Source: an optimization exercise on an open RTL-to-GDS flow (aim: small area and a short achievable clock period). Production flows keep margins and buffers that such runs may drop. Function was not checked in any run shown here: the RTL went through the layout flow alone. No activity file was given, so power comes from the tool's default toggle rates.

## flow/design.v (module list and top-level ports; edited modules follow where they fit)
// module mac5: 1154 lines
// module mac5_fa: 4 lines
module mac5 #(parameter WIDTH=32)
   (input logic [(WIDTH/2)-1:0] a,
    input logic [(WIDTH/2)-1:0] b,
    input logic               clk, reset,
    output logic [WIDTH-1:0]  out);
  // ...
==> flow/run.sh <==
#!/bin/bash
# synth_recipe.tcl (not shown) runs the flow's synth.tcl, then flattens the netlist and writes it again
# the make line also repeats each setting of config.mk as NAME=value (left out here)
make -C /OpenROAD-flow-scripts/flow DESIGN_CONFIG=/design/flow/config.mk WORK_HOME=/design/flow/orfs CLKGATE_MAP_FILE= SYNTH_SCRIPT=/design/flow/synth_recipe.tcl finish
==> flow/config.mk <==
export PLATFORM = sky130hd
export DESIGN_NAME = mac5
export DESIGN_NICKNAME = mac5
export VERILOG_FILES = /design/flow/design.v
export SDC_FILE = /design/flow/constraint.sdc
export NUM_CORES = 4
export LEC_CHECK = 0
export CAP_MARGIN = 20
export CORE_MARGIN = 2
export CORE_UTILIZATION = 40
export SLEW_MARGIN = 20
export SYNTH_HIERARCHICAL = 1
export SYNTH_MINIMUM_KEEP_SIZE = 0
==> flow/constraint.sdc <==
create_clock -name core_clock -period 7.0 [get_ports {clk}]
set_input_delay 1.4000 -clock core_clock [delete_from_list [all_inputs] [get_ports {clk}]]
set_output_delay 1.4000 -clock core_clock [all_outputs]
set_load 0.01 [all_outputs]
==> out/results.txt, run 1 <==
Worst path top cell family by delay -> adder cells
clock buffer depth -> 3
Die Width -> 184 microns
post-layout util -> 46.5%
Hold Path Sink -> q3_31_0
setup violators final -> 0
CP Buf/Inv Count -> 0
initial antenna violation count -> 0
die area -> 33700 sq um
status -> finished clean
CP Max Fanout -> 16
core area -> 31600 sq um
footprint of the multi-input gates -> 7620 sq um
worst hold margin -> 0.326 ns
met1 usage -> 23.5%
Routed WL per cell -> 19.2 microns
row count -> 65
Synth Area in Compound Gates -> 5.00%
vias per cell -> 5.07
Layout Skew -> 0.00942 ns
CP Capture Point -> q2_18_0
antenna-violating nets left -> 0
hold crit path type -> flip-flop to flip-flop
clock network area share -> 6.08%
most numerous cell in the Yosys netlist -> nand2_1
Synth Area in Adders -> 40.5%
CTS H-tree lvls -> 1
total number of vias -> 7846
Max VDD drop -> 196 uV
met2 usage -> 33.1%
top cells by count, synth -> 304 x nand2_1, 248 x dfxtp_1, 241 x fa_1
R2R Path End -> q2_18_0
fraction of area in multi-input gates -> 51.8%
setup ws final -> 3.76 ns
Inverters -> 12
largest class -> multi-input combinational cells
==> module mac5, before the edit <==
module mac5 #(parameter WIDTH=32)
   (input logic [(WIDTH/2)-1:0] a,
    input logic [(WIDTH/2)-1:0] b,
    input logic               clk, reset,
    output logic [WIDTH-1:0]  out);
   logic [15:0] ra, rb;
   logic f;
   logic q2_0_0;
   logic q2_0_1;
   logic q2_1_0;
   logic q2_1_1;
   logic q2_1_2;
   logic q2_2_0;
   logic q2_2_1;
   logic q2_2_2;
   logic q2_2_3;
   logic q2_3_0;
   logic q2_3_1;
   logic q2_3_2;
   logic q2_3_3;
   logic q2_4_0;
   logic q2_4_1;
   logic q2_4_2;
   logic q2_4_3;
   logic q2_5_0;
   logic q2_5_1;
   logic q2_5_2;
   logic q2_5_3;
   logic q2_6_0;
   logic q2_6_1;
   logic q2_6_2;
   logic q2_6_3;
   logic q2_7_0;
   logic q2_7_1;
   logic q2_7_2;
   logic q2_7_3;
   logic q2_8_0;
   logic q2_8_1;
   logic q2_8_2;
   logic q2_8_3;
   logic q2_9_0;
   logic q2_9_1;
   logic q2_9_2;
   logic q2_9_3;
   logic q2_10_0;
   logic q2_10_1;
   logic q2_10_2;
   logic q2_10_3;
   logic q2_11_0;
   logic q2_11_1;
   logic q2_11_2;
   logic q2_11_3;
   logic q2_12_0;
   logic q2_12_1;
   logic q2_12_2;
   logic q2_12_3;
   logic q2_13_0;
   logic q2_13_1;
   logic q2_13_2;
   logic q2_13_3;
   logic q2_14_0;
   logic q2_14_1;
   logic q2_14_2;
   logic q2_14_3;
   logic q2_15_0;
   logic q2_15_1;
   logic q2_15_2;
   logic q2_15_3;
   logic q2_16_0;
   logic q2_16_1;
   logic q2_16_2;
   logic q2_16_3;
   logic q2_17_0;
   logic q2_17_1;
   logic q2_17_2;
   logic q2_17_3;
   logic q2_18_0;
   logic q2_18_1;
   logic q2_18_2;
   logic q2_18_3;
   logic q2_19_0;
   logic q2_19_1;
   logic q2_19_2;
   logic q2_19_3;
   logic q2_20_0;
   logic q2_20_1;
   logic q2_20_2;
   logic q2_20_3;
   logic q2_21_0;
   logic q2_21_1;
   logic q2_21_2;
   logic q2_21_3;
   logic q2_22_0;
   logic q2_22_1;
   logic q2_22_2;
   logic q2_22_3;
   logic q2_23_0;
   logic q2_23_1;
   logic q2_23_2;
   logic q2_23_3;
   logic q2_24_0;
   logic q2_24_1;
   logic q2_24_2;
   logic q2_24_3;
   logic q2_25_0;
   logic q2_25_1;
   logic q2_25_2;
   logic q2_25_3;
   logic q2_26_0;
   logic q2_26_1;
   logic q2_26_2;
   logic q2_26_3;
   logic q2_27_0;
   logic q2_27_1;
   logic q2_27_2;
   logic q2_27_3;
   logic q2_28_0;
   logic q2_28_1;
   logic q2_28_2;
   logic q2_28_3;
   logic q2_29_0;
   logic q2_29_1;
   logic q2_29_2;
   logic q2_29_3;
   logic q2_30_0;
   logic q2_30_1;
   logic q2_31_0;
   logic q3_0_0;
   logic q3_0_1;
   logic q3_1_0;
   logic q3_1_1;
   logic q3_2_0;
   logic q3_2_1;
   logic q3_3_0;
   logic q3_3_1;
   logic q3_4_0;
   logic q3_4_1;
   logic q3_5_0;
   logic q3_5_1;
   logic q3_6_0;
   logic q3_6_1;
   logic q3_7_0;
   logic q3_7_1;
   logic q3_8_0;
   logic q3_8_1;
   logic q3_9_0;
   logic q3_9_1;
   logic q3_10_0;
   logic q3_10_1;
   logic q3_11_0;
   logic q3_11_1;
   logic q3_12_0;
   logic q3_12_1;
   logic q3_13_0;
   logic q3_13_1;
   logic q3_14_0;
   logic q3_14_1;
   logic q3_15_0;
   logic q3_15_1;
   logic q3_16_0;
   logic q3_16_1;
   logic q3_17_0;
   logic q3_17_1;
   logic q3_18_0;
   logic q3_18_1;
   logic q3_19_0;
   logic q3_19_1;
   logic q3_20_0;
   logic q3_20_1;
   logic q3_21_0;
   logic q3_21_1;
   logic q3_22_0;
   logic q3_22_1;
   logic q3_23_0;
   logic q3_23_1;
   logic q3_24_0;
   logic q3_24_1;
   logic q3_25_0;
   logic q3_25_1;
   logic q3_26_0;
   logic q3_26_1;
   logic q3_27_0;
   logic q3_27_1;
   logic q3_28_0;
   logic q3_28_1;
   logic q3_29_0;
   logic q3_29_1;
   logic q3_30_0;
   logic q3_30_1;
   logic q3_31_0;
   logic q3_31_1;
   wire p1 = ~(ra[0] & rb[0]);
   wire p2 = ~(out[0] & f);
   wire p3 = ~(ra[0] & rb[1]);
   wire p4 = ~(ra[1] & rb[0]);
   wire p5 = ~(out[1] & f);
   wire p6 = ~(ra[0] & rb[2]);
   wire p7 = ~(ra[1] & rb[1]);
   wire p8 = ~(ra[2] & rb[0]);
   wire p9 = ~(out[2] & f);
   wire p10 = ~(ra[0] & rb[3]);
   wire p11 = ~(ra[1] & rb[2]);
   wire p12 = ~(ra[2] & rb[1]);
   wire p13 = ~(ra[3] & rb[0]);
   wire p14 = ~(out[3] & f);
   wire p15 = ~(ra[0] & rb[4]);
   wire p16 = ~(ra[1] & rb[3]);
   wire p17 = ~(ra[2] & rb[2]);
   wire p18 = ~(ra[3] & rb[1]);
   wire p19 = ~(ra[4] & rb[0]);
   wire p20 = ~(out[4] & f);
   wire p21 = ~(ra[0] & rb[5]);
   wire p22 = ~(ra[1] & rb[4]);
   wire p23 = ~(ra[2] & rb[3]);
   wire p24 = ~(ra[3] & rb[2]);
   wire p25 = ~(ra[4] & rb[1]);
   wire p26 = ~(ra[5] & rb[0]);
   wire p27 = ~(out[5] & f);
   wire p28 = ~(ra[0] & rb[6]);
   wire p29 = ~(ra[1] & rb[5]);
   wire p30 = ~(ra[2] & rb[4]);
   wire p31 = ~(ra[3] & rb[3]);
   wire p32 = ~(ra[4] & rb[2]);
   wire p33 = ~(ra[5] & rb[1]);
   wire p34 = ~(ra[6] & rb[0]);
   wire p35 = ~(out[6] & f);
   wire p36 = ~(ra[0] & rb[7]);
   wire p37 = ~(ra[1] & rb[6]);
   wire p38 = ~(ra[2] & rb[5]);
   wire p39 = ~(ra[3] & rb[4]);
   wire p40 = ~(ra[4] & rb[3]);
   wire p41 = ~(ra[5] & rb[2]);
   wire p42 = ~(ra[6] & rb[1]);
   wire p43 = ~(ra[7] & rb[0]);
   wire p44 = ~(out[7] & f);
   wire p45 = ~(ra[0] & rb[8]);
   wire p46 = ~(ra[1] & rb[7]);
   wire p47 = ~(ra[2] & rb[6]);
   wire p48 = ~(ra[3] & rb[5]);
   wire p49 = ~(ra[4] & rb[4]);
   wire p50 = ~(ra[5] & rb[3]);
   wire p51 = ~(ra[6] & rb[2]);
   wire p52 = ~(ra[7] & rb[1]);
   wire p53 = ~(ra[8] & rb[0]);
   wire p54 = ~(out[8] & f);
   wire p55 = ~(ra[0] & rb[9]);
   wire p56 = ~(ra[1] & rb[8]);
   wire p57 = ~(ra[2] & rb[7]);
   wire p58 = ~(ra[3] & rb[6]);
   wire p59 = ~(ra[4] & rb[5]);
   wire p60 = ~(ra[5] & rb[4]);
   wire p61 = ~(ra[6] & rb[3]);
   wire p62 = ~(ra[7] & rb[2]);
   wire p63 = ~(ra[8] & rb[1]);
   wire p64 = ~(ra[9] & rb[0]);
   wire p65 = ~(out[9] & f);
   wire p66 = ~(ra[0] & rb[10]);
   wire p67 = ~(ra[1] & rb[9]);
   wire p68 = ~(ra[2] & rb[8]);
   wire p69 = ~(ra[3] & rb[7]);
   wire p70 = ~(ra[4] & rb[6]);
   wire p71 = ~(ra[5] & rb[5]);
   wire p72 = ~(ra[6] & rb[4]);
   wire p73 = ~(ra[7] & rb[3]);
   wire p74 = ~(ra[8] & rb[2]);
   wire p75 = ~(ra[9] & rb[1]);
   wire p76 = ~(ra[10] & rb[0]);
   wire p77 = ~(out[10] & f);
   wire p78 = ~(ra[0] & rb[11]);
   wire p79 = ~(ra[1] & rb[10]);
   wire p80 = ~(ra[2] & rb[9]);
   wire p81 = ~(ra[3] & rb[8]);
   wire p82 = ~(ra[4] & rb[7]);
   wire p83 = ~(ra[5] & rb[6]);
   wire p84 = ~(ra[6] & rb[5]);
   wire p85 = ~(ra[7] & rb[4]);
   wire p86 = ~(ra[8] & rb[3]);
   wire p87 = ~(ra[9] & rb[2]);
   wire p88 = ~(ra[10] & rb[1]);
   wire p89 = ~(ra[11] & rb[0]);
   wire p90 = ~(out[11] & f);
   wire p91 = ~(ra[0] & rb[12]);
   wire p92 = ~(ra[1] & rb[11]);
   wire p93 = ~(ra[2] & rb[10]);
   wire p94 = ~(ra[3] & rb[9]);
   wire p95 = ~(ra[4] & rb[8]);
   wire p96 = ~(ra[5] & rb[7]);
   wire p97 = ~(ra[6] & rb[6]);
   wire p98 = ~(ra[7] & rb[5]);
   wire p99 = ~(ra[8] & rb[4]);
   wire p100 = ~(ra[9] & rb[3]);
   wire p101 = ~(ra[10] & rb[2]);
   wire p102 = ~(ra[11] & rb[1]);
   wire p103 = ~(ra[12] & rb[0]);
   wire p104 = ~(out[12] & f);
   wire p105 = ~(ra[0] & rb[13]);
   wire p106 = ~(ra[1] & rb[12]);
   wire p107 = ~(ra[2] & rb[11]);
   wire p108 = ~(ra[3] & rb[10]);
   wire p109 = ~(ra[4] & rb[9]);
   wire p110 = ~(ra[5] & rb[8]);
   wire p111 = ~(ra[6] & rb[7]);
   wire p112 = ~(ra[7] & rb[6]);
   wire p113 = ~(ra[8] & rb[5]);
   wire p114 = ~(ra[9] & rb[4]);
   wire p115 = ~(ra[10] & rb[3]);
   wire p116 = ~(ra[11] & rb[2]);
   wire p117 = ~(ra[12] & rb[1]);
   wire p118 = ~(ra[13] & rb[0]);
   wire p119 = ~(out[13] & f);
   wire p120 = ~(ra[0] & rb[14]);
   wire p121 = ~(ra[1] & rb[13]);
   wire p122 = ~(ra[2] & rb[12]);
   wire p123 = ~(ra[3] & rb[11]);
   wire p124 = ~(ra[4] & rb[10]);
   wire p125 = ~(ra[5] & rb[9]);
   wire p126 = ~(ra[6] & rb[8]);
   wire p127 = ~(ra[7] & rb[7]);
   wire p128 = ~(ra[8] & rb[6]);
   wire p129 = ~(ra[9] & rb[5]);
   wire p130 = ~(ra[10] & rb[4]);
   wire p131 = ~(ra[11] & rb[3]);
   wire p132 = ~(ra[12] & rb[2]);
   wire p133 = ~(ra[13] & rb[1]);
   wire p134 = ~(ra[14] & rb[0]);
   wire p135 = ~(out[14] & f);
   wire p136 = ~(ra[0] & rb[15]);
   wire p137 = ~(ra[1] & rb[14]);
   wire p138 = ~(ra[2] & rb[13]);
   wire p139 = ~(ra[3] & rb[12]);
   wire p140 = ~(ra[4] & rb[11]);
   wire p141 = ~(ra[5] & rb[10]);
   wire p142 = ~(ra[6] & rb[9]);
   wire p143 = ~(ra[7] & rb[8]);
   wire p144 = ~(ra[8] & rb[7]);
   wire p145 = ~(ra[9] & rb[6]);
   wire p146 = ~(ra[10] & rb[5]);
   wire p147 = ~(ra[11] & rb[4]);
   wire p148 = ~(ra[12] & rb[3]);
   wire p149 = ~(ra[13] & rb[2]);
   wire p150 = ~(ra[14] & rb[1]);
   wire p151 = ~(ra[15] & rb[0]);
   wire p152 = ~(out[15] & f);
   wire p153 = ~(ra[1] & rb[15]);
   wire p154 = ~(ra[2] & rb[14]);
   wire p155 = ~(ra[3] & rb[13]);
   wire p156 = ~(ra[4] & rb[12]);
   wire p157 = ~(ra[5] & rb[11]);
   wire p158 = ~(ra[6] & rb[10]);
   wire p159 = ~(ra[7] & rb[9]);
   wire p160 = ~(ra[8] & rb[8]);
   wire p161 = ~(ra[9] & rb[7]);
   wire p162 = ~(ra[10] & rb[6]);
   wire p163 = ~(ra[11] & rb[5]);
   wire p164 = ~(ra[12] & rb[4]);
   wire p165 = ~(ra[13] & rb[3]);
   wire p166 = ~(ra[14] & rb[2]);
   wire p167 = ~(ra[15] & rb[1]);
   wire p168 = ~(out[16] & f);
   wire p169 = ~(ra[2] & rb[15]);
   wire p170 = ~(ra[3] & rb[14]);
   wire p171 = ~(ra[4] & rb[13]);
   wire p172 = ~(ra[5] & rb[12]);
   wire p173 = ~(ra[6] & rb[11]);
   wire p174 = ~(ra[7] & rb[10]);
   wire p175 = ~(ra[8] & rb[9]);
   wire p176 = ~(ra[9] & rb[8]);
   wire p177 = ~(ra[10] & rb[7]);
   wire p178 = ~(ra[11] & rb[6]);
   wire p179 = ~(ra[12] & rb[5]);
   wire p180 = ~(ra[13] & rb[4]);
   wire p181 = ~(ra[14] & rb[3]);
   wire p182 = ~(ra[15] & rb[2]);
   wire p183 = ~(out[17] & f);
   wire p184 = ~(ra[3] & rb[15]);
   wire p185 = ~(ra[4] & rb[14]);
   wire p186 = ~(ra[5] & rb[13]);
   wire p187 = ~(ra[6] & rb[12]);
   wire p188 = ~(ra[7] & rb[11]);
   wire p189 = ~(ra[8] & rb[10]);
   wire p190 = ~(ra[9] & rb[9]);
   wire p191 = ~(ra[10] & rb[8]);
   wire p192 = ~(ra[11] & rb[7]);
   wire p193 = ~(ra[12] & rb[6]);
   wire p194 = ~(ra[13] & rb[5]);
   wire p195 = ~(ra[14] & rb[4]);
   wire p196 = ~(ra[15] & rb[3]);
   wire p197 = ~(out[18] & f);
   wire p198 = ~(ra[4] & rb[15]);
   wire p199 = ~(ra[5] & rb[14]);
   wire p200 = ~(ra[6] & rb[13]);
   wire p201 = ~(ra[7] & rb[12]);
   wire p202 = ~(ra[8] & rb[11]);
   wire p203 = ~(ra[9] & rb[10]);
   wire p204 = ~(ra[10] & rb[9]);
   wire p205 = ~(ra[11] & rb[8]);
   wire p206 = ~(ra[12] & rb[7]);
   wire p207 = ~(ra[13] & rb[6]);
   wire p208 = ~(ra[14] & rb[5]);
   wire p209 = ~(ra[15] & rb[4]);
   wire p210 = ~(out[19] & f);
   wire p211 = ~(ra[5] & rb[15]);
   wire p212 = ~(ra[6] & rb[14]);
   wire p213 = ~(ra[7] & rb[13]);
   wire p214 = ~(ra[8] & rb[12]);
   wire p215 = ~(ra[9] & rb[11]);
   wire p216 = ~(ra[10] & rb[10]);
   wire p217 = ~(ra[11] & rb[9]);
   wire p218 = ~(ra[12] & rb[8]);
   wire p219 = ~(ra[13] & rb[7]);
   wire p220 = ~(ra[14] & rb[6]);
   wire p221 = ~(ra[15] & rb[5]);
   wire p222 = ~(out[20] & f);
   wire p223 = ~(ra[6] & rb[15]);
   wire p224 = ~(ra[7] & rb[14]);
   wire p225 = ~(ra[8] & rb[13]);
   wire p226 = ~(ra[9] & rb[12]);
   wire p227 = ~(ra[10] & rb[11]);
   wire p228 = ~(ra[11] & rb[10]);
   wire p229 = ~(ra[12] & rb[9]);
   wire p230 = ~(ra[13] & rb[8]);
   wire p231 = ~(ra[14] & rb[7]);
   wire p232 = ~(ra[15] & rb[6]);
   wire p233 = ~(out[21] & f);
   wire p234 = ~(ra[7] & rb[15]);
   wire p235 = ~(ra[8] & rb[14]);
   wire p236 = ~(ra[9] & rb[13]);
   wire p237 = ~(ra[10] & rb[12]);
   wire p238 = ~(ra[11] & rb[11]);
   wire p239 = ~(ra[12] & rb[10]);
   wire p240 = ~(ra[13] & rb[9]);
   wire p241 = ~(ra[14] & rb[8]);
   wire p242 = ~(ra[15] & rb[7]);
   wire p243 = ~(out[22] & f);
   wire p244 = ~(ra[8] & rb[15]);
   wire p245 = ~(ra[9] & rb[14]);
   wire p246 = ~(ra[10] & rb[13]);
   wire p247 = ~(ra[11] & rb[12]);
   wire p248 = ~(ra[12] & rb[11]);
   wire p249 = ~(ra[13] & rb[10]);
   wire p250 = ~(ra[14] & rb[9]);
   wire p251 = ~(ra[15] & rb[8]);
   wire p252 = ~(out[23] & f);
   wire p253 = ~(ra[9] & rb[15]);
   wire p254 = ~(ra[10] & rb[14]);
   wire p255 = ~(ra[11] & rb[13]);
   wire p256 = ~(ra[12] & rb[12]);
   wire p257 = ~(ra[13] & rb[11]);
   wire p258 = ~(ra[14] & rb[10]);
   wire p259 = ~(ra[15] & rb[9]);
   wire p260 = ~(out[24] & f);
   wire p261 = ~(ra[10] & rb[15]);
   wire p262 = ~(ra[11] & rb[14]);
   wire p263 = ~(ra[12] & rb[13]);
   wire p264 = ~(ra[13] & rb[12]);
   wire p265 = ~(ra[14] & rb[11]);
   wire p266 = ~(ra[15] & rb[10]);
   wire p267 = ~(out[25] & f);
   wire p268 = ~(ra[11] & rb[15]);
   wire p269 = ~(ra[12] & rb[14]);
   wire p270 = ~(ra[13] & rb[13]);
   wire p271 = ~(ra[14] & rb[12]);
   wire p272 = ~(ra[15] & rb[11]);
   wire p273 = ~(out[26] & f);
   wire p274 = ~(ra[12] & rb[15]);
   wire p275 = ~(ra[13] & rb[14]);
   wire p276 = ~(ra[14] & rb[13]);
   wire p277 = ~(ra[15] & rb[12]);
   wire p278 = ~(out[27] & f);
   wire p279 = ~(ra[13] & rb[15]);
   wire p280 = ~(ra[14] & rb[14]);
   wire p281 = ~(ra[15] & rb[13]);
   wire p282 = ~(out[28] & f);
   wire p283 = ~(ra[14] & rb[15]);
   wire p284 = ~(ra[15] & rb[14]);
   wire p285 = ~(out[29] & f);
   wire p286 = ~(ra[15] & rb[15]);
   wire p287 = ~(out[30] & f);
   wire p288 = ~(out[31] & f);
   wire s289, c290;
   mac5_fa u_s289 (.a(p91), .b(p92), .c(1'b1), .s(s289), .co(c290));
   wire s291, c292;
   mac5_fa u_s291 (.a(p105), .b(p106), .c(p107), .s(s291), .co(c292));
   wire s293, c294;
   mac5_fa u_s293 (.a(p108), .b(p109), .c(1'b1), .s(s293), .co(c294));
   wire s295, c296;
   mac5_fa u_s295 (.a(p120), .b(p121), .c(p122), .s(s295), .co(c296));
   wire s297, c298;
   mac5_fa u_s297 (.a(p123), .b(p124), .c(p125), .s(s297), .co(c298));
   wire s299, c300;
   mac5_fa u_s299 (.a(p126), .b(p127), .c(1'b1), .s(s299), .co(c300));
   wire s301, c302;
   mac5_fa u_s301 (.a(p136), .b(p137), .c(p138), .s(s301), .co(c302));
   wire s303, c304;
   mac5_fa u_s303 (.a(p139), .b(p140), .c(p141), .s(s303), .co(c304));
   wire s305, c306;
   mac5_fa u_s305 (.a(p142), .b(p143), .c(p144), .s(s305), .co(c306));
   wire s307, c308;
   mac5_fa u_s307 (.a(p145), .b(p146), .c(1'b1), .s(s307), .co(c308));
   wire s309, c310;
   mac5_fa u_s309 (.a(p153), .b(p154), .c(p155), .s(s309), .co(c310));
   wire s311, c312;
   mac5_fa u_s311 (.a(p156), .b(p157), .c(p158), .s(s311), .co(c312));
   wire s313, c314;
   mac5_fa u_s313 (.a(p159), .b(p160), .c(p161), .s(s313), .co(c314));
   wire s315, c316;
   mac5_fa u_s315 (.a(p162), .b(p163), .c(1'b1), .s(s315), .co(c316));
   wire s317, c318;
   mac5_fa u_s317 (.a(p169), .b(p170), .c(p171), .s(s317), .co(c318));
   wire s319, c320;
   mac5_fa u_s319 (.a(p172), .b(p173), .c(p174), .s(s319), .co(c320));
   wire s321, c322;
   mac5_fa u_s321 (.a(p175), .b(p176), .c(p177), .s(s321), .co(c322));
   wire s323, c324;
   mac5_fa u_s323 (.a(p184), .b(p185), .c(p186), .s(s323), .co(c324));
   wire s325, c326;
   mac5_fa u_s325 (.a(p187), .b(p188), .c(p189), .s(s325), .co(c326));
   wire s327, c328;
   mac5_fa u_s327 (.a(p198), .b(p199), .c(p200), .s(s327), .co(c328));
   wire s329, c330;
   mac5_fa u_s329 (.a(p45), .b(p46), .c(1'b1), .s(s329), .co(c330));
   wire s331, c332;
   mac5_fa u_s331 (.a(p55), .b(p56), .c(p57), .s(s331), .co(c332));
   wire s333, c334;
   mac5_fa u_s333 (.a(p58), .b(p59), .c(1'b1), .s(s333), .co(c334));
   wire s335, c336;
   mac5_fa u_s335 (.a(p66), .b(p67), .c(p68), .s(s335), .co(c336));
   wire s337, c338;
   mac5_fa u_s337 (.a(p69), .b(p70), .c(p71), .s(s337), .co(c338));
   wire s339, c340;
   mac5_fa u_s339 (.a(p72), .b(p73), .c(1'b1), .s(s339), .co(c340));
   wire s341, c342;
   mac5_fa u_s341 (.a(p78), .b(p79), .c(p80), .s(s341), .co(c342));
   wire s343, c344;
   mac5_fa u_s343 (.a(p81), .b(p82), .c(p83), .s(s343), .co(c344));
   wire s345, c346;
   mac5_fa u_s345 (.a(p84), .b(p85), .c(p86), .s(s345), .co(c346));
   wire s347, c348;
   mac5_fa u_s347 (.a(p87), .b(p88), .c(1'b1), .s(s347), .co(c348));
   wire s349, c350;
   mac5_fa u_s349 (.a(s289), .b(p93), .c(p94), .s(s349), .co(c350));
   wire s351, c352;
   mac5_fa u_s351 (.a(p95), .b(p96), .c(p97), .s(s351), .co(c352));
   wire s353, c354;
   mac5_fa u_s353 (.a(p98), .b(p99), .c(p100), .s(s353), .co(c354));
   wire s355, c356;
   mac5_fa u_s355 (.a(p101), .b(p102), .c(p103), .s(s355), .co(c356));
   wire s357, c358;
   mac5_fa u_s357 (.a(s291), .b(s293), .c(p110), .s(s357), .co(c358));
   wire s359, c360;
   mac5_fa u_s359 (.a(p111), .b(p112), .c(p113), .s(s359), .co(c360));
   wire s361, c362;
   mac5_fa u_s361 (.a(p114), .b(p115), .c(p116), .s(s361), .co(c362));
   wire s363, c364;
   mac5_fa u_s363 (.a(p117), .b(p118), .c(p119), .s(s363), .co(c364));
   wire s365, c366;
   mac5_fa u_s365 (.a(s295), .b(s297), .c(s299), .s(s365), .co(c366));
   wire s367, c368;
   mac5_fa u_s367 (.a(p128), .b(p129), .c(p130), .s(s367), .co(c368));
   wire s369, c370;
   mac5_fa u_s369 (.a(p131), .b(p132), .c(p133), .s(s369), .co(c370));
   wire s371, c372;
   mac5_fa u_s371 (.a(p134), .b(p135), .c(c292), .s(s371), .co(c372));
   wire s373, c374;
   mac5_fa u_s373 (.a(s301), .b(s303), .c(s305), .s(s373), .co(c374));
   wire s375, c376;
   mac5_fa u_s375 (.a(s307), .b(p147), .c(p148), .s(s375), .co(c376));
   wire s377, c378;
   mac5_fa u_s377 (.a(p149), .b(p150), .c(p151), .s(s377), .co(c378));
   wire s379, c380;
   mac5_fa u_s379 (.a(p152), .b(c296), .c(c298), .s(s379), .co(c380));
   wire s381, c382;
   mac5_fa u_s381 (.a(s309), .b(s311), .c(s313), .s(s381), .co(c382));
   wire s383, c384;
   mac5_fa u_s383 (.a(s315), .b(p164), .c(p165), .s(s383), .co(c384));
   wire s385, c386;
   mac5_fa u_s385 (.a(p166), .b(p167), .c(p168), .s(s385), .co(c386));
   wire s387, c388;
   mac5_fa u_s387 (.a(c302), .b(c304), .c(c306), .s(s387), .co(c388));
   wire s389, c390;
   mac5_fa u_s389 (.a(s317), .b(s319), .c(s321), .s(s389), .co(c390));
   wire s391, c392;
   mac5_fa u_s391 (.a(p178), .b(p179), .c(p180), .s(s391), .co(c392));
   wire s393, c394;
   mac5_fa u_s393 (.a(p181), .b(p182), .c(p183), .s(s393), .co(c394));
   wire s395, c396;
   mac5_fa u_s395 (.a(c310), .b(c312), .c(c314), .s(s395), .co(c396));
   wire s397, c398;
   mac5_fa u_s397 (.a(s323), .b(s325), .c(p190), .s(s397), .co(c398));
   wire s399, c400;
   mac5_fa u_s399 (.a(p191), .b(p192), .c(p193), .s(s399), .co(c400));
   wire s401, c402;
   mac5_fa u_s401 (.a(p194), .b(p195), .c(p196), .s(s401), .co(c402));
   wire s403, c404;
   mac5_fa u_s403 (.a(p197), .b(c318), .c(c320), .s(s403), .co(c404));
   wire s405, c406;
   mac5_fa u_s405 (.a(s327), .b(p201), .c(p202), .s(s405), .co(c406));
   wire s407, c408;
   mac5_fa u_s407 (.a(p203), .b(p204), .c(p205), .s(s407), .co(c408));
   wire s409, c410;
   mac5_fa u_s409 (.a(p206), .b(p207), .c(p208), .s(s409), .co(c410));
   wire s411, c412;
   mac5_fa u_s411 (.a(p209), .b(p210), .c(c324), .s(s411), .co(c412));
   wire s413, c414;
   mac5_fa u_s413 (.a(p211), .b(p212), .c(p213), .s(s413), .co(c414));
   wire s415, c416;
   mac5_fa u_s415 (.a(p214), .b(p215), .c(p216), .s(s415), .co(c416));
   wire s417, c418;
   mac5_fa u_s417 (.a(p217), .b(p218), .c(p219), .s(s417), .co(c418));
   wire s419, c420;
   mac5_fa u_s419 (.a(p220), .b(p221), .c(p222), .s(s419), .co(c420));
   wire s421, c422;
   mac5_fa u_s421 (.a(p223), .b(p224), .c(p225), .s(s421), .co(c422));
   wire s423, c424;
   mac5_fa u_s423 (.a(p226), .b(p227), .c(p228), .s(s423), .co(c424));
   wire s425, c426;
   mac5_fa u_s425 (.a(p229), .b(p230), .c(p231), .s(s425), .co(c426));
   wire s427, c428;
   mac5_fa u_s427 (.a(p234), .b(p235), .c(p236), .s(s427), .co(c428));
   wire s429, c430;
   mac5_fa u_s429 (.a(p237), .b(p238), .c(p239), .s(s429), .co(c430));
   wire s431, c432;
   mac5_fa u_s431 (.a(p244), .b(p245), .c(p246), .s(s431), .co(c432));
   wire s433, c434;
   mac5_fa u_s433 (.a(p21), .b(p22), .c(1'b1), .s(s433), .co(c434));
   wire s435, c436;
   mac5_fa u_s435 (.a(p28), .b(p29), .c(p30), .s(s435), .co(c436));
   wire s437, c438;
   mac5_fa u_s437 (.a(p31), .b(p32), .c(1'b1), .s(s437), .co(c438));
   wire s439, c440;
   mac5_fa u_s439 (.a(p36), .b(p37), .c(p38), .s(s439), .co(c440));
   wire s441, c442;
   mac5_fa u_s441 (.a(p39), .b(p40), .c(p41), .s(s441), .co(c442));
   wire s443, c444;
   mac5_fa u_s443 (.a(p42), .b(p43), .c(1'b1), .s(s443), .co(c444));
   wire s445, c446;
   mac5_fa u_s445 (.a(s329), .b(p47), .c(p48), .s(s445), .co(c446));
   wire s447, c448;
   mac5_fa u_s447 (.a(p49), .b(p50), .c(p51), .s(s447), .co(c448));
   wire s449, c450;
   mac5_fa u_s449 (.a(p52), .b(p53), .c(p54), .s(s449), .co(c450));
   wire s451, c452;
   mac5_fa u_s451 (.a(s331), .b(s333), .c(p60), .s(s451), .co(c452));
   wire s453, c454;
   mac5_fa u_s453 (.a(p61), .b(p62), .c(p63), .s(s453), .co(c454));
   wire s455, c456;
   mac5_fa u_s455 (.a(p64), .b(p65), .c(c330), .s(s455), .co(c456));
   wire s457, c458;
   mac5_fa u_s457 (.a(s335), .b(s337), .c(s339), .s(s457), .co(c458));
   wire s459, c460;
   mac5_fa u_s459 (.a(p74), .b(p75), .c(p76), .s(s459), .co(c460));
   wire s461, c462;
   mac5_fa u_s461 (.a(p77), .b(c332), .c(c334), .s(s461), .co(c462));
   wire s463, c464;
   mac5_fa u_s463 (.a(s341), .b(s343), .c(s345), .s(s463), .co(c464));
   wire s465, c466;
   mac5_fa u_s465 (.a(s347), .b(p89), .c(p90), .s(s465), .co(c466));
   wire s467, c468;
   mac5_fa u_s467 (.a(c336), .b(c338), .c(c340), .s(s467), .co(c468));
   wire s469, c470;
   mac5_fa u_s469 (.a(s349), .b(s351), .c(s353), .s(s469), .co(c470));
   wire s471, c472;
   mac5_fa u_s471 (.a(s355), .b(p104), .c(c342), .s(s471), .co(c472));
   wire s473, c474;
   mac5_fa u_s473 (.a(c344), .b(c346), .c(c348), .s(s473), .co(c474));
   wire s475, c476;
   mac5_fa u_s475 (.a(s357), .b(s359), .c(s361), .s(s475), .co(c476));
   wire s477, c478;
   mac5_fa u_s477 (.a(s363), .b(c290), .c(c350), .s(s477), .co(c478));
   wire s479, c480;
   mac5_fa u_s479 (.a(c352), .b(c354), .c(c356), .s(s479), .co(c480));
   wire s481, c482;
   mac5_fa u_s481 (.a(s365), .b(s367), .c(s369), .s(s481), .co(c482));
   wire s483, c484;
   mac5_fa u_s483 (.a(s371), .b(c294), .c(c358), .s(s483), .co(c484));
   wire s485, c486;
   mac5_fa u_s485 (.a(c360), .b(c362), .c(c364), .s(s485), .co(c486));
   wire s487, c488;
   mac5_fa u_s487 (.a(s373), .b(s375), .c(s377), .s(s487), .co(c488));
   wire s489, c490;
   mac5_fa u_s489 (.a(s379), .b(c300), .c(c366), .s(s489), .co(c490));
   wire s491, c492;
   mac5_fa u_s491 (.a(c368), .b(c370), .c(c372), .s(s491), .co(c492));
   wire s493, c494;
   mac5_fa u_s493 (.a(s381), .b(s383), .c(s385), .s(s493), .co(c494));
   wire s495, c496;
   mac5_fa u_s495 (.a(s387), .b(c308), .c(c374), .s(s495), .co(c496));
   wire s497, c498;
   mac5_fa u_s497 (.a(c376), .b(c378), .c(c380), .s(s497), .co(c498));
   wire s499, c500;
   mac5_fa u_s499 (.a(s389), .b(s391), .c(s393), .s(s499), .co(c500));
   wire s501, c502;
   mac5_fa u_s501 (.a(s395), .b(c316), .c(c382), .s(s501), .co(c502));
   wire s503, c504;
   mac5_fa u_s503 (.a(c384), .b(c386), .c(c388), .s(s503), .co(c504));
   wire s505, c506;
   mac5_fa u_s505 (.a(s397), .b(s399), .c(s401), .s(s505), .co(c506));
   wire s507, c508;
   mac5_fa u_s507 (.a(s403), .b(c322), .c(c390), .s(s507), .co(c508));
   wire s509, c510;
   mac5_fa u_s509 (.a(c392), .b(c394), .c(c396), .s(s509), .co(c510));
   wire s511, c512;
   mac5_fa u_s511 (.a(s405), .b(s407), .c(s409), .s(s511), .co(c512));
   wire s513, c514;
   mac5_fa u_s513 (.a(s411), .b(c326), .c(c398), .s(s513), .co(c514));
   wire s515, c516;
   mac5_fa u_s515 (.a(c400), .b(c402), .c(c404), .s(s515), .co(c516));
   wire s517, c518;
   mac5_fa u_s517 (.a(s413), .b(s415), .c(s417), .s(s517), .co(c518));
   wire s519, c520;
   mac5_fa u_s519 (.a(s419), .b(c328), .c(c406), .s(s519), .co(c520));
   wire s521, c522;
   mac5_fa u_s521 (.a(c408), .b(c410), .c(c412), .s(s521), .co(c522));
   wire s523, c524;
   mac5_fa u_s523 (.a(s421), .b(s423), .c(s425), .s(s523), .co(c524));
   wire s525, c526;
   mac5_fa u_s525 (.a(p232), .b(p233), .c(c414), .s(s525), .co(c526));
   wire s527, c528;
   mac5_fa u_s527 (.a(c416), .b(c418), .c(c420), .s(s527), .co(c528));
   wire s529, c530;
   mac5_fa u_s529 (.a(s427), .b(s429), .c(p240), .s(s529), .co(c530));
   wire s531, c532;
   mac5_fa u_s531 (.a(p241), .b(p242), .c(p243), .s(s531), .co(c532));
   wire s533, c534;
   mac5_fa u_s533 (.a(c422), .b(c424), .c(c426), .s(s533), .co(c534));
   wire s535, c536;
   mac5_fa u_s535 (.a(s431), .b(p247), .c(p248), .s(s535), .co(c536));
   wire s537, c538;
   mac5_fa u_s537 (.a(p249), .b(p250), .c(p251), .s(s537), .co(c538));
   wire s539, c540;
   mac5_fa u_s539 (.a(p252), .b(c428), .c(c430), .s(s539), .co(c540));
   wire s541, c542;
   mac5_fa u_s541 (.a(p253), .b(p254), .c(p255), .s(s541), .co(c542));
   wire s543, c544;
   mac5_fa u_s543 (.a(p256), .b(p257), .c(p258), .s(s543), .co(c544));
   wire s545, c546;
   mac5_fa u_s545 (.a(p259), .b(p260), .c(c432), .s(s545), .co(c546));
   wire s547, c548;
   mac5_fa u_s547 (.a(p261), .b(p262), .c(p263), .s(s547), .co(c548));
   wire s549, c550;
   mac5_fa u_s549 (.a(p264), .b(p265), .c(p266), .s(s549), .co(c550));
   wire s551, c552;
   mac5_fa u_s551 (.a(p268), .b(p269), .c(p270), .s(s551), .co(c552));
   wire s553, c554;
   mac5_fa u_s553 (.a(p10), .b(p11), .c(1'b1), .s(s553), .co(c554));
   wire s555, c556;
   mac5_fa u_s555 (.a(p15), .b(p16), .c(p17), .s(s555), .co(c556));
   wire s557, c558;
   mac5_fa u_s557 (.a(p18), .b(p19), .c(1'b1), .s(s557), .co(c558));
   wire s559, c560;
   mac5_fa u_s559 (.a(s433), .b(p23), .c(p24), .s(s559), .co(c560));
   wire s561, c562;
   mac5_fa u_s561 (.a(p25), .b(p26), .c(p27), .s(s561), .co(c562));
   wire s563, c564;
   mac5_fa u_s563 (.a(s435), .b(s437), .c(p33), .s(s563), .co(c564));
   wire s565, c566;
   mac5_fa u_s565 (.a(p34), .b(p35), .c(c434), .s(s565), .co(c566));
   wire s567, c568;
   mac5_fa u_s567 (.a(s439), .b(s441), .c(s443), .s(s567), .co(c568));
   wire s569, c570;
   mac5_fa u_s569 (.a(p44), .b(c436), .c(c438), .s(s569), .co(c570));
   wire s571, c572;
   mac5_fa u_s571 (.a(s445), .b(s447), .c(s449), .s(s571), .co(c572));
   wire s573, c574;
   mac5_fa u_s573 (.a(c440), .b(c442), .c(c444), .s(s573), .co(c574));
   wire s575, c576;
   mac5_fa u_s575 (.a(s451), .b(s453), .c(s455), .s(s575), .co(c576));
   wire s577, c578;
   mac5_fa u_s577 (.a(c446), .b(c448), .c(c450), .s(s577), .co(c578));
   wire s579, c580;
   mac5_fa u_s579 (.a(s457), .b(s459), .c(s461), .s(s579), .co(c580));
   wire s581, c582;
   mac5_fa u_s581 (.a(c452), .b(c454), .c(c456), .s(s581), .co(c582));
   wire s583, c584;
   mac5_fa u_s583 (.a(s463), .b(s465), .c(s467), .s(s583), .co(c584));
   wire s585, c586;
   mac5_fa u_s585 (.a(c458), .b(c460), .c(c462), .s(s585), .co(c586));
   wire s587, c588;
   mac5_fa u_s587 (.a(s469), .b(s471), .c(s473), .s(s587), .co(c588));
   wire s589, c590;
   mac5_fa u_s589 (.a(c464), .b(c466), .c(c468), .s(s589), .co(c590));
   wire s591, c592;
   mac5_fa u_s591 (.a(s475), .b(s477), .c(s479), .s(s591), .co(c592));
   wire s593, c594;
   mac5_fa u_s593 (.a(c470), .b(c472), .c(c474), .s(s593), .co(c594));
   wire s595, c596;
   mac5_fa u_s595 (.a(s481), .b(s483), .c(s485), .s(s595), .co(c596));
   wire s597, c598;
   mac5_fa u_s597 (.a(c476), .b(c478), .c(c480), .s(s597), .co(c598));
   wire s599, c600;
   mac5_fa u_s599 (.a(s487), .b(s489), .c(s491), .s(s599), .co(c600));
   wire s601, c602;
   mac5_fa u_s601 (.a(c482), .b(c484), .c(c486), .s(s601), .co(c602));
   wire s603, c604;
   mac5_fa u_s603 (.a(s493), .b(s495), .c(s497), .s(s603), .co(c604));
   wire s605, c606;
   mac5_fa u_s605 (.a(c488), .b(c490), .c(c492), .s(s605), .co(c606));
   wire s607, c608;
   mac5_fa u_s607 (.a(s499), .b(s501), .c(s503), .s(s607), .co(c608));
   wire s609, c610;
   mac5_fa u_s609 (.a(c494), .b(c496), .c(c498), .s(s609), .co(c610));
   wire s611, c612;
   mac5_fa u_s611 (.a(s505), .b(s507), .c(s509), .s(s611), .co(c612));
   wire s613, c614;
   mac5_fa u_s613 (.a(c500), .b(c502), .c(c504), .s(s613), .co(c614));
   wire s615, c616;
   mac5_fa u_s615 (.a(s511), .b(s513), .c(s515), .s(s615), .co(c616));
   wire s617, c618;
   mac5_fa u_s617 (.a(c506), .b(c508), .c(c510), .s(s617), .co(c618));
   wire s619, c620;
   mac5_fa u_s619 (.a(s517), .b(s519), .c(s521), .s(s619), .co(c620));
   wire s621, c622;
   mac5_fa u_s621 (.a(c512), .b(c514), .c(c516), .s(s621), .co(c622));
   wire s623, c624;
   mac5_fa u_s623 (.a(s523), .b(s525), .c(s527), .s(s623), .co(c624));
   wire s625, c626;
   mac5_fa u_s625 (.a(c518), .b(c520), .c(c522), .s(s625), .co(c626));
   wire s627, c628;
   mac5_fa u_s627 (.a(s529), .b(s531), .c(s533), .s(s627), .co(c628));
   wire s629, c630;
   mac5_fa u_s629 (.a(c524), .b(c526), .c(c528), .s(s629), .co(c630));
   wire s631, c632;
   mac5_fa u_s631 (.a(s535), .b(s537), .c(s539), .s(s631), .co(c632));
   wire s633, c634;
   mac5_fa u_s633 (.a(c530), .b(c532), .c(c534), .s(s633), .co(c634));
   wire s635, c636;
   mac5_fa u_s635 (.a(s541), .b(s543), .c(s545), .s(s635), .co(c636));
   wire s637, c638;
   mac5_fa u_s637 (.a(c536), .b(c538), .c(c540), .s(s637), .co(c638));
   wire s639, c640;
   mac5_fa u_s639 (.a(s547), .b(s549), .c(p267), .s(s639), .co(c640));
   wire s641, c642;
   mac5_fa u_s641 (.a(c542), .b(c544), .c(c546), .s(s641), .co(c642));
   wire s643, c644;
   mac5_fa u_s643 (.a(s551), .b(p271), .c(p272), .s(s643), .co(c644));
   wire s645, c646;
   mac5_fa u_s645 (.a(p273), .b(c548), .c(c550), .s(s645), .co(c646));
   wire s647, c648;
   mac5_fa u_s647 (.a(p274), .b(p275), .c(p276), .s(s647), .co(c648));
   wire s649, c650;
   mac5_fa u_s649 (.a(p277), .b(p278), .c(c552), .s(s649), .co(c650));
   wire s651, c652;
   mac5_fa u_s651 (.a(p279), .b(p280), .c(p281), .s(s651), .co(c652));
   wire s653, c654;
   mac5_fa u_s653 (.a(q2_2_0), .b(q2_2_1), .c(1'b1), .s(s653), .co(c654));
   wire s655, c656;
   mac5_fa u_s655 (.a(q2_3_0), .b(q2_3_1), .c(q2_3_2), .s(s655), .co(c656));
   wire s657, c658;
   mac5_fa u_s657 (.a(q2_4_0), .b(q2_4_1), .c(q2_4_2), .s(s657), .co(c658));
   wire s659, c660;
   mac5_fa u_s659 (.a(q2_5_0), .b(q2_5_1), .c(q2_5_2), .s(s659), .co(c660));
   wire s661, c662;
   mac5_fa u_s661 (.a(q2_6_0), .b(q2_6_1), .c(q2_6_2), .s(s661), .co(c662));
   wire s663, c664;
   mac5_fa u_s663 (.a(q2_7_0), .b(q2_7_1), .c(q2_7_2), .s(s663), .co(c664));
   wire s665, c666;
   mac5_fa u_s665 (.a(q2_8_0), .b(q2_8_1), .c(q2_8_2), .s(s665), .co(c666));
   wire s667, c668;
   mac5_fa u_s667 (.a(q2_9_0), .b(q2_9_1), .c(q2_9_2), .s(s667), .co(c668));
   wire s669, c670;
   mac5_fa u_s669 (.a(q2_10_0), .b(q2_10_1), .c(q2_10_2), .s(s669), .co(c670));
   wire s671, c672;
   mac5_fa u_s671 (.a(q2_11_0), .b(q2_11_1), .c(q2_11_2), .s(s671), .co(c672));
   wire s673, c674;
   mac5_fa u_s673 (.a(q2_12_0), .b(q2_12_1), .c(q2_12_2), .s(s673), .co(c674));
   wire s675, c676;
   mac5_fa u_s675 (.a(q2_13_0), .b(q2_13_1), .c(q2_13_2), .s(s675), .co(c676));
   wire s677, c678;
   mac5_fa u_s677 (.a(q2_14_0), .b(q2_14_1), .c(q2_14_2), .s(s677), .co(c678));
   wire s679, c680;
   mac5_fa u_s679 (.a(q2_15_0), .b(q2_15_1), .c(q2_15_2), .s(s679), .co(c680));
   wire s681, c682;
   mac5_fa u_s681 (.a(q2_16_0), .b(q2_16_1), .c(q2_16_2), .s(s681), .co(c682));
   wire s683, c684;
   mac5_fa u_s683 (.a(q2_17_0), .b(q2_17_1), .c(q2_17_2), .s(s683), .co(c684));
   wire s685, c686;
   mac5_fa u_s685 (.a(q2_18_0), .b(q2_18_1), .c(q2_18_2), .s(s685), .co(c686));
   wire s687, c688;
   mac5_fa u_s687 (.a(q2_19_0), .b(q2_19_1), .c(q2_19_2), .s(s687), .co(c688));
   wire s689, c690;
   mac5_fa u_s689 (.a(q2_20_0), .b(q2_20_1), .c(q2_20_2), .s(s689), .co(c690));
   wire s691, c692;
   mac5_fa u_s691 (.a(q2_21_0), .b(q2_21_1), .c(q2_21_2), .s(s691), .co(c692));
   wire s693, c694;
   mac5_fa u_s693 (.a(q2_22_0), .b(q2_22_1), .c(q2_22_2), .s(s693), .co(c694));
   wire s695, c696;
   mac5_fa u_s695 (.a(q2_23_0), .b(q2_23_1), .c(q2_23_2), .s(s695), .co(c696));
   wire s697, c698;
   mac5_fa u_s697 (.a(q2_24_0), .b(q2_24_1), .c(q2_24_2), .s(s697), .co(c698));
   wire s699, c700;
   mac5_fa u_s699 (.a(q2_25_0), .b(q2_25_1), .c(q2_25_2), .s(s699), .co(c700));
   wire s701, c702;
   mac5_fa u_s701 (.a(q2_26_0), .b(q2_26_1), .c(q2_26_2), .s(s701), .co(c702));
   wire s703, c704;
   mac5_fa u_s703 (.a(q2_27_0), .b(q2_27_1), .c(q2_27_2), .s(s703), .co(c704));
   wire s705, c706;
   mac5_fa u_s705 (.a(q2_28_0), .b(q2_28_1), .c(q2_28_2), .s(s705), .co(c706));
   wire s707, c708;
   mac5_fa u_s707 (.a(q2_29_0), .b(q2_29_1), .c(q2_29_2), .s(s707), .co(c708));
   wire s709, c710;
   mac5_fa u_s709 (.a(q2_1_0), .b(q2_1_1), .c(1'b1), .s(s709), .co(c710));
   wire s711, c712;
   mac5_fa u_s711 (.a(s653), .b(q2_2_2), .c(q2_2_3), .s(s711), .co(c712));
   wire s713, c714;
   mac5_fa u_s713 (.a(s655), .b(q2_3_3), .c(c654), .s(s713), .co(c714));
   wire s715, c716;
   mac5_fa u_s715 (.a(s657), .b(q2_4_3), .c(c656), .s(s715), .co(c716));
   wire s717, c718;
   mac5_fa u_s717 (.a(s659), .b(q2_5_3), .c(c658), .s(s717), .co(c718));
   wire s719, c720;
   mac5_fa u_s719 (.a(s661), .b(q2_6_3), .c(c660), .s(s719), .co(c720));
   wire s721, c722;
   mac5_fa u_s721 (.a(s663), .b(q2_7_3), .c(c662), .s(s721), .co(c722));
   wire s723, c724;
   mac5_fa u_s723 (.a(s665), .b(q2_8_3), .c(c664), .s(s723), .co(c724));
   wire s725, c726;
   mac5_fa u_s725 (.a(s667), .b(q2_9_3), .c(c666), .s(s725), .co(c726));
   wire s727, c728;
   mac5_fa u_s727 (.a(s669), .b(q2_10_3), .c(c668), .s(s727), .co(c728));
   wire s729, c730;
   mac5_fa u_s729 (.a(s671), .b(q2_11_3), .c(c670), .s(s729), .co(c730));
   wire s731, c732;
   mac5_fa u_s731 (.a(s673), .b(q2_12_3), .c(c672), .s(s731), .co(c732));
   wire s733, c734;
   mac5_fa u_s733 (.a(s675), .b(q2_13_3), .c(c674), .s(s733), .co(c734));
   wire s735, c736;
   mac5_fa u_s735 (.a(s677), .b(q2_14_3), .c(c676), .s(s735), .co(c736));
   wire s737, c738;
   mac5_fa u_s737 (.a(s679), .b(q2_15_3), .c(c678), .s(s737), .co(c738));
   wire s739, c740;
   mac5_fa u_s739 (.a(s681), .b(q2_16_3), .c(c680), .s(s739), .co(c740));
   wire s741, c742;
   mac5_fa u_s741 (.a(s683), .b(q2_17_3), .c(c682), .s(s741), .co(c742));
   wire s743, c744;
   mac5_fa u_s743 (.a(s685), .b(q2_18_3), .c(c684), .s(s743), .co(c744));
   wire s745, c746;
   mac5_fa u_s745 (.a(s687), .b(q2_19_3), .c(c686), .s(s745), .co(c746));
   wire s747, c748;
   mac5_fa u_s747 (.a(s689), .b(q2_20_3), .c(c688), .s(s747), .co(c748));
   wire s749, c750;
   mac5_fa u_s749 (.a(s691), .b(q2_21_3), .c(c690), .s(s749), .co(c750));
   wire s751, c752;
   mac5_fa u_s751 (.a(s693), .b(q2_22_3), .c(c692), .s(s751), .co(c752));
   wire s753, c754;
   mac5_fa u_s753 (.a(s695), .b(q2_23_3), .c(c694), .s(s753), .co(c754));
   wire s755, c756;
   mac5_fa u_s755 (.a(s697), .b(q2_24_3), .c(c696), .s(s755), .co(c756));
   wire s757, c758;
   mac5_fa u_s757 (.a(s699), .b(q2_25_3), .c(c698), .s(s757), .co(c758));
   wire s759, c760;
   mac5_fa u_s759 (.a(s701), .b(q2_26_3), .c(c700), .s(s759), .co(c760));
   wire s761, c762;
   mac5_fa u_s761 (.a(s703), .b(q2_27_3), .c(c702), .s(s761), .co(c762));
   wire s763, c764;
   mac5_fa u_s763 (.a(s705), .b(q2_28_3), .c(c704), .s(s763), .co(c764));
   wire s765, c766;
   mac5_fa u_s765 (.a(s707), .b(q2_29_3), .c(c706), .s(s765), .co(c766));
   wire s767, c768;
   mac5_fa u_s767 (.a(q2_30_0), .b(q2_30_1), .c(c708), .s(s767), .co(c768));
   wire [31:0] sx = {q3_31_0, q3_30_0, q3_29_0, q3_28_0, q3_27_0, q3_26_0, q3_25_0, q3_24_0, q3_23_0, q3_22_0, q3_21_0, q3_20_0, q3_19_0, q3_18_0, q3_17_0, q3_16_0, q3_15_0, q3_14_0, q3_13_0, q3_12_0, q3_11_0, q3_10_0, q3_9_0, q3_8_0, q3_7_0, q3_6_0, q3_5_0, q3_4_0, q3_3_0, q3_2_0, q3_1_0, q3_0_0};
   wire [31:0] sy = {q3_31_1, q3_30_1, q3_29_1, q3_28_1, q3_27_1, q3_26_1, q3_25_1, q3_24_1, q3_23_1, q3_22_1, q3_21_1, q3_20_1, q3_19_1, q3_18_1, q3_17_1, q3_16_1, q3_15_1, q3_14_1, q3_13_1, q3_12_1, q3_11_1, q3_10_1, q3_9_1, q3_8_1, q3_7_1, q3_6_1, q3_5_1, q3_4_1, q3_3_1, q3_2_1, q3_1_1, q3_0_1};
   always @(posedge clk or negedge reset)
     if (!reset) f <= 1'b0;
     else f <= 1'b1;
   always @(posedge clk) begin
      ra <= a;
      rb <= b;
      q2_0_0 <= p1;
      q2_0_1 <= p2;
      q2_1_0 <= p3;
      q2_1_1 <= p4;
      q2_1_2 <= p5;
      q2_2_0 <= p6;
      q2_2_1 <= p7;
      q2_2_2 <= p8;
      q2_2_3 <= p9;
      q2_3_0 <= s553;
      q2_3_1 <= p12;
      q2_3_2 <= p13;
      q2_3_3 <= p14;
      q2_4_0 <= s555;
      q2_4_1 <= s557;
      q2_4_2 <= p20;
      q2_4_3 <= c554;
      q2_5_0 <= s559;
      q2_5_1 <= s561;
      q2_5_2 <= c556;
      q2_5_3 <= c558;
      q2_6_0 <= s563;
      q2_6_1 <= s565;
      q2_6_2 <= c560;
      q2_6_3 <= c562;
      q2_7_0 <= s567;
      q2_7_1 <= s569;
      q2_7_2 <= c564;
      q2_7_3 <= c566;
      q2_8_0 <= s571;
      q2_8_1 <= s573;
      q2_8_2 <= c568;
      q2_8_3 <= c570;
      q2_9_0 <= s575;
      q2_9_1 <= s577;
      q2_9_2 <= c572;
      q2_9_3 <= c574;
      q2_10_0 <= s579;
      q2_10_1 <= s581;
      q2_10_2 <= c576;
      q2_10_3 <= c578;
      q2_11_0 <= s583;
      q2_11_1 <= s585;
      q2_11_2 <= c580;
      q2_11_3 <= c582;
      q2_12_0 <= s587;
      q2_12_1 <= s589;
      q2_12_2 <= c584;
      q2_12_3 <= c586;
      q2_13_0 <= s591;
      q2_13_1 <= s593;
      q2_13_2 <= c588;
      q2_13_3 <= c590;
      q2_14_0 <= s595;
      q2_14_1 <= s597;
      q2_14_2 <= c592;
      q2_14_3 <= c594;
      q2_15_0 <= s599;
      q2_15_1 <= s601;
      q2_15_2 <= c596;
      q2_15_3 <= c598;
      q2_16_0 <= s603;
      q2_16_1 <= s605;
      q2_16_2 <= c600;
      q2_16_3 <= c602;
      q2_17_0 <= s607;
      q2_17_1 <= s609;
      q2_17_2 <= c604;
      q2_17_3 <= c606;
      q2_18_0 <= s611;
      q2_18_1 <= s613;
      q2_18_2 <= c608;
      q2_18_3 <= c610;
      q2_19_0 <= s615;
      q2_19_1 <= s617;
      q2_19_2 <= c612;
      q2_19_3 <= c614;
      q2_20_0 <= s619;
      q2_20_1 <= s621;
      q2_20_2 <= c616;
      q2_20_3 <= c618;
      q2_21_0 <= s623;
      q2_21_1 <= s625;
      q2_21_2 <= c620;
      q2_21_3 <= c622;
      q2_22_0 <= s627;
      q2_22_1 <= s629;
      q2_22_2 <= c624;
      q2_22_3 <= c626;
      q2_23_0 <= s631;
      q2_23_1 <= s633;
      q2_23_2 <= c628;
      q2_23_3 <= c630;
      q2_24_0 <= s635;
      q2_24_1 <= s637;
      q2_24_2 <= c632;
      q2_24_3 <= c634;
      q2_25_0 <= s639;
      q2_25_1 <= s641;
      q2_25_2 <= c636;
      q2_25_3 <= c638;
      q2_26_0 <= s643;
      q2_26_1 <= s645;
      q2_26_2 <= c640;
      q2_26_3 <= c642;
      q2_27_0 <= s647;
      q2_27_1 <= s649;
      q2_27_2 <= c644;
      q2_27_3 <= c646;
      q2_28_0 <= s651;
      q2_28_1 <= p282;
      q2_28_2 <= c648;
      q2_28_3 <= c650;
      q2_29_0 <= p283;
      q2_29_1 <= p284;
      q2_29_2 <= p285;
      q2_29_3 <= c652;
      q2_30_0 <= p286;
      q2_30_1 <= p287;
      q2_31_0 <= p288;
      q3_0_0 <= q2_0_0;
      q3_0_1 <= q2_0_1;
      q3_1_0 <= s709;
      q3_1_1 <= q2_1_2;
      q3_2_0 <= s711;
      q3_2_1 <= c710;
      q3_3_0 <= s713;
      q3_3_1 <= c712;
      q3_4_0 <= s715;
      q3_4_1 <= c714;
      q3_5_0 <= s717;
      q3_5_1 <= c716;
      q3_6_0 <= s719;
      q3_6_1 <= c718;
      q3_7_0 <= s721;
      q3_7_1 <= c720;
      q3_8_0 <= s723;
      q3_8_1 <= c722;
      q3_9_0 <= s725;
      q3_9_1 <= c724;
      q3_10_0 <= s727;
      q3_10_1 <= c726;
      q3_11_0 <= s729;
      q3_11_1 <= c728;
      q3_12_0 <= s731;
      q3_12_1 <= c730;
      q3_13_0 <= s733;
      q3_13_1 <= c732;
      q3_14_0 <= s735;
      q3_14_1 <= c734;
      q3_15_0 <= s737;
      q3_15_1 <= c736;
      q3_16_0 <= s739;
      q3_16_1 <= c738;
      q3_17_0 <= s741;
      q3_17_1 <= c740;
      q3_18_0 <= s743;
      q3_18_1 <= c742;
      q3_19_0 <= s745;
      q3_19_1 <= c744;
      q3_20_0 <= s747;
      q3_20_1 <= c746;
      q3_21_0 <= s749;
      q3_21_1 <= c748;
      q3_22_0 <= s751;
      q3_22_1 <= c750;
      q3_23_0 <= s753;
      q3_23_1 <= c752;
      q3_24_0 <= s755;
      q3_24_1 <= c754;
      q3_25_0 <= s757;
      q3_25_1 <= c756;
      q3_26_0 <= s759;
      q3_26_1 <= c758;
      q3_27_0 <= s761;
      q3_27_1 <= c760;
      q3_28_0 <= s763;
      q3_28_1 <= c762;
      q3_29_0 <= s765;
      q3_29_1 <= c764;
      q3_30_0 <= s767;
      q3_30_1 <= c766;
      q3_31_0 <= q2_31_0;
      q3_31_1 <= c768;
      out <= ~(sx + sy + 32'd1);
   end
endmodule
==> inputs of run 2 (changes only) <==
--- a/flow/design.v
+++ b/flow/design.v
@@ -1150,6 +1150,8 @@
       q3_31_0 <= q2_31_0;
       q3_31_1 <= c768;
-      out <= ~(sx + sy + 32'd1);
    end
+   wire [32:0] sum = {sx, 1'b1} + {sy, 1'b1};
+   always @(posedge clk)
+      out <= ~sum[32:1];
 endmodule
 module mac5_fa (input logic a, b, c, output logic s, co);
--- a/flow/config.mk
+++ b/flow/config.mk
@@ -6,4 +6,5 @@
 export NUM_CORES = 4
 export LEC_CHECK = 0
+export ABC_CLOCK_PERIOD_IN_PS = 2500
 export CAP_MARGIN = 20
 export CORE_MARGIN = 2
==> run 2 against run 1 <==
Combinational power about the same. Fmax is the same. Sequential power is essentially flat. Routed wire length unchanged. Critical path depth unchanged. Critical path type unchanged. Largest cell class unchanged.
==> out/results.txt, run 2 <==
status -> finished clean (unchanged)
max FFs per register -> 32 (unchanged)
total number of vias -> 7846 (unchanged)
Initial DRC Count -> 492 (unchanged)
Yosys cell types -> 52 (unchanged)
initial antenna violation count -> 0 (unchanged)
Worst Max-Slew Pin Slew -> 0.947 ns (unchanged)
Seq/Total Area, Yosys -> 38.7% (unchanged)
Buffers on Ports -> 65 (unchanged)
Max VDD drop -> 196 uV (unchanged)
Synth Area in Adders -> 40.5% (unchanged)
main combinational cell family by area after synthesis -> adder cells (unchanged)
die area -> 33700 sq um (unchanged)
leakage power -> 5.56 nW (unchanged)
Reg power frac -> 33.7% (about the same)
vias in the first global route -> 8713 (unchanged)
initial core utilization -> 40.8% (unchanged)
CTS Hold Bufs -> 0 (unchanged)
critical path type -> flip-flop to flip-flop (unchanged)
row count -> 65 (unchanged)
final net count -> 1433 (unchanged)
Worst slew margin -> 36.8% (unchanged)
Main synth FF type -> dfxtp_1 (unchanged)
highest clock rate -> 309 MHz (unchanged)
register bit total from synthesis -> 249 (unchanged)
Yosys Warn Count -> 7 (unchanged)
post-route cell area -> 14700 sq um (unchanged)
Post-Syn Instances -> 1094 (unchanged)
clock buffer depth -> 3 (unchanged)
GRT Residual Overflow -> 0 (unchanged)
TNS Setup -> 0 ns (unchanged)
DRT Pass-1 Iters -> 6 (unchanged)
core area -> 31600 sq um (unchanged)
setup violators final -> 0 (unchanged)
GP Congestion -> 0.853 (unchanged)
Psw -> 0.00259 W (unchanged)
minimum clock period -> 3.24 ns (unchanged)
hold crit path type -> flip-flop to flip-flop (unchanged)
vias per cell -> 5.07 (unchanged)
pin count of the biggest net entering global routing -> 21 (unchanged)
simple-gate area share of the yosys netlist -> 11.2% (unchanged)
Worst-Skew Late Latency -> 0.54 ns (about the same)
footprint of the multi-input gates -> 7620 sq um (unchanged)
most frequent cells in the layout -> 304 x nand2_1, 248 x dfxtp_1, 241 x fa_1 (unchanged)
Synth top area share -> 38.5% (unchanged)
FILL cells -> 2870 (unchanged)
CTS tree -> done (unchanged)
Clock Pin Slew Worst Setup and Hold Paths -> 0.06 ns (about the same)
DRC errors left -> 0 (unchanged)
Slew Viols, Final -> 0 (unchanged)
Ports -> 66 (unchanged)
Worst Path Arrival -> 3.65 ns (about the same)
setup bufs post-CTS -> 0 (unchanged)
Synth async-reset ratio -> 0.402% (unchanged)
ranking of synthesized cells by area -> dfxtp_1 38%, fa_1 37%, nand2_1 8.8% (unchanged)
Sw Share -> 38.0% (unchanged)
Layout Skew -> 0.00942 ns (unchanged)
Detail Placement HPWL -> 23000 microns (unchanged)
cell taking the most area after synthesis -> dfxtp_1 (unchanged)
Synth Area per Inst -> 11.8 sq um (unchanged)
commonest non-fill, non-tap cell in the layout -> nand2_1 (unchanged)
Max Cap Violations -> 0 (unchanged)
clock share of power -> 20.9% (about the same)
most numerous cell in the Yosys netlist -> nand2_1 (unchanged)
die height -> 184 microns (unchanged)
Biggest register -> out (unchanged)
gr usage total -> 18.6% (unchanged)
mux contribution to synthesized area -> 0% (unchanged)
post-CTS resize count -> 0 (unchanged)
share of cells above drive strength 1 -> 5.24% (unchanged)
startpoint class of the critical path -> flip-flop (unchanged)
# diodes -> 0 (unchanged)
CP Max Fanout -> 16 (unchanged)
Reg area -> 4990 sq um (unchanged)
Post-synth EDFFs -> 0 (unchanged)
Routed WL per cell -> 19.2 microns (unchanged)
Post-Syn Area -> 12900 sq um (unchanged)
Area Overhead vs Synth -> 14.0% (unchanged)
RSZ-0062 raised after global routing -> false (unchanged)
Fin. Hold Viols -> 0 (unchanged)
Clock Tree Root -> clkbuf_16 (unchanged)
CTS H-tree lvls -> 1 (unchanged)
Comb power frac -> 45.3% (about the same)
xor and xnor area share after synthesis -> 1.83% (unchanged)
antenna-violating nets left -> 0 (unchanged)
DRT Wirelength -> 29800 microns (unchanged)
Synth Area in Compound Gates -> 5.00% (unchanged)
Top Registers -> out (32), ra (16), rb (16) (unchanged)
CP required -> 7.41 ns (about the same)
Sink Count -> 249 (unchanged)
top cells by count, synth -> 304 x nand2_1, 248 x dfxtp_1, 241 x fa_1 (unchanged)
CTS buffer count -> 26 (unchanged)
pwr dens -> 463 nW/um^2 (unchanged)
P_int -> 0.00422 W (unchanged)
critical path capture point type -> flip-flop (unchanged)
Post-DP Area -> 13800 sq um (unchanged)
global-route wire length before repair -> 47600 microns (unchanged)
period utilization -> 46.3% (unchanged)
Die Width -> 184 microns (unchanged)
Total Power -> 0.00680 W (unchanged)
-- run 2: cell counts after synthesis --
Identical to the previous run, type by type.
-- run 2: critical path, stage by stage, from the launching register on --
cell and delay (ns):
dfxtp_1 0.80, nand2_1 0.19, fa_1 0.61, fa_1 0.47
fa_1 0.54, fa_1 0.49
-- run 2: layout make-up --
| cell class | count | area share [%] |
|---|---|---|
| Inverter | 12 | 0.306 |
| Multi-Input combinational cell | 771 | 51.8 |
| Clock buffer | 33 | 4.94 |
| Tap cell | 402 | 3.42 |
| Sequential cell | 249 | 33.9 |
| Clock inverter | 14 | 1.14 |
| Timing Repair Buffer | 66 | 4.47 |
-- run 2: cell families after synthesis --
logic type	Yosys count
and+or+nand+nor	359
adders and majority gates	273
DFF	249
AOI/OAI and AO/OA	95
buffers and inverters	90
xor gates and xnor gates	27
other	1
-- run 2: path summary, 6_finish.rpt --
kind	from	to	slack [ns]	cells after the start
worst max-delay path	ra[6]	q2_18_0	3.76	5
worst min-delay path	q2_31_0	q3_31_0	0.33	0
worst max register to register	ra[6]	q2_18_0	3.76	5
worst min register to register	q2_31_0	q3_31_0	0.33	0
max in group asynchronous	reset	f	5.90	1
min in group asynchronous	reset	f	1.00	1
-- run 2: layer usage --
metal  wire, microns  vias up  global-route usage (%)
li1                -     3479                       -
met1           12200     4088                    23.5
met2           15200      219                    33.1
met3            1280       60                    2.32
met4            1050        0                    6.50
met5               0        -                       0
-- run 2: power groups by stage --
stage	registers (W)	clock network (W)	logic, W
6_report	0.00230	0.00142	0.00309
4_1_cts	0.00231	0.00146	0.00313
3_3_place_gp	0.00233	0	0.00307
5_1_grt	0.00235	0.00151	0.00348
3_5_place_dp	0.00233	0	0.00311
2_1_floorplan	0.00224	0	0.00213
-- run 2: modules after synthesis (local to each module, per instance) --
module | area, sq um | copies in the design | cells
mac5 | 8100 | 1 | 854
mac5_fa | 20.0 | 240 | 1
-- run 2: per-stage QoR --
stage          util, %  setup WS (ns)  instances  hold WS [ns]
4_1_cts           46.5           3.75       1547         0.326
6_report          46.5           3.76       1547         0.326
3_3_place_gp      43.7           3.81       1500         0.311
2_1_floorplan        -           4.00       1110         0.310
3_5_place_dp      43.7           3.77       1500         0.313
5_1_grt           46.5           3.61       1547         0.336

## static timing again, ports no longer ideal
In the flow no input, the clock included, has a driving cell. The finished layouts below were timed again as built, in two steps.
Step 1 assumes that a clkbuf_16 drives the clock port and a buf_2 every other input.
Step 2 moves the port delays by t, midway between the first and last clock arrival at a register: inputs arrive t later, outputs are due t later. That takes back most of the time a late clock gives input paths.
a / b / c = ideal ports / drivers / drivers and shift; a / b = the first two.
run | shift t [ns] | setup WS [ns] | hold WS [ns] | slew at the worst register clock pin (ns) | pins driven straight from the clock port
run 1 | 0.583 | 3.759 / 3.759 / 3.759 | 0.326 / 0.326 / 0.326 | 0.07 / 0.07 | 1
run 2 | 0.583 | 3.759 / 3.759 / 3.759 | 0.326 / 0.326 / 0.326 | 0.07 / 0.07 | 1
After both steps setup and hold are still met in every run listed.
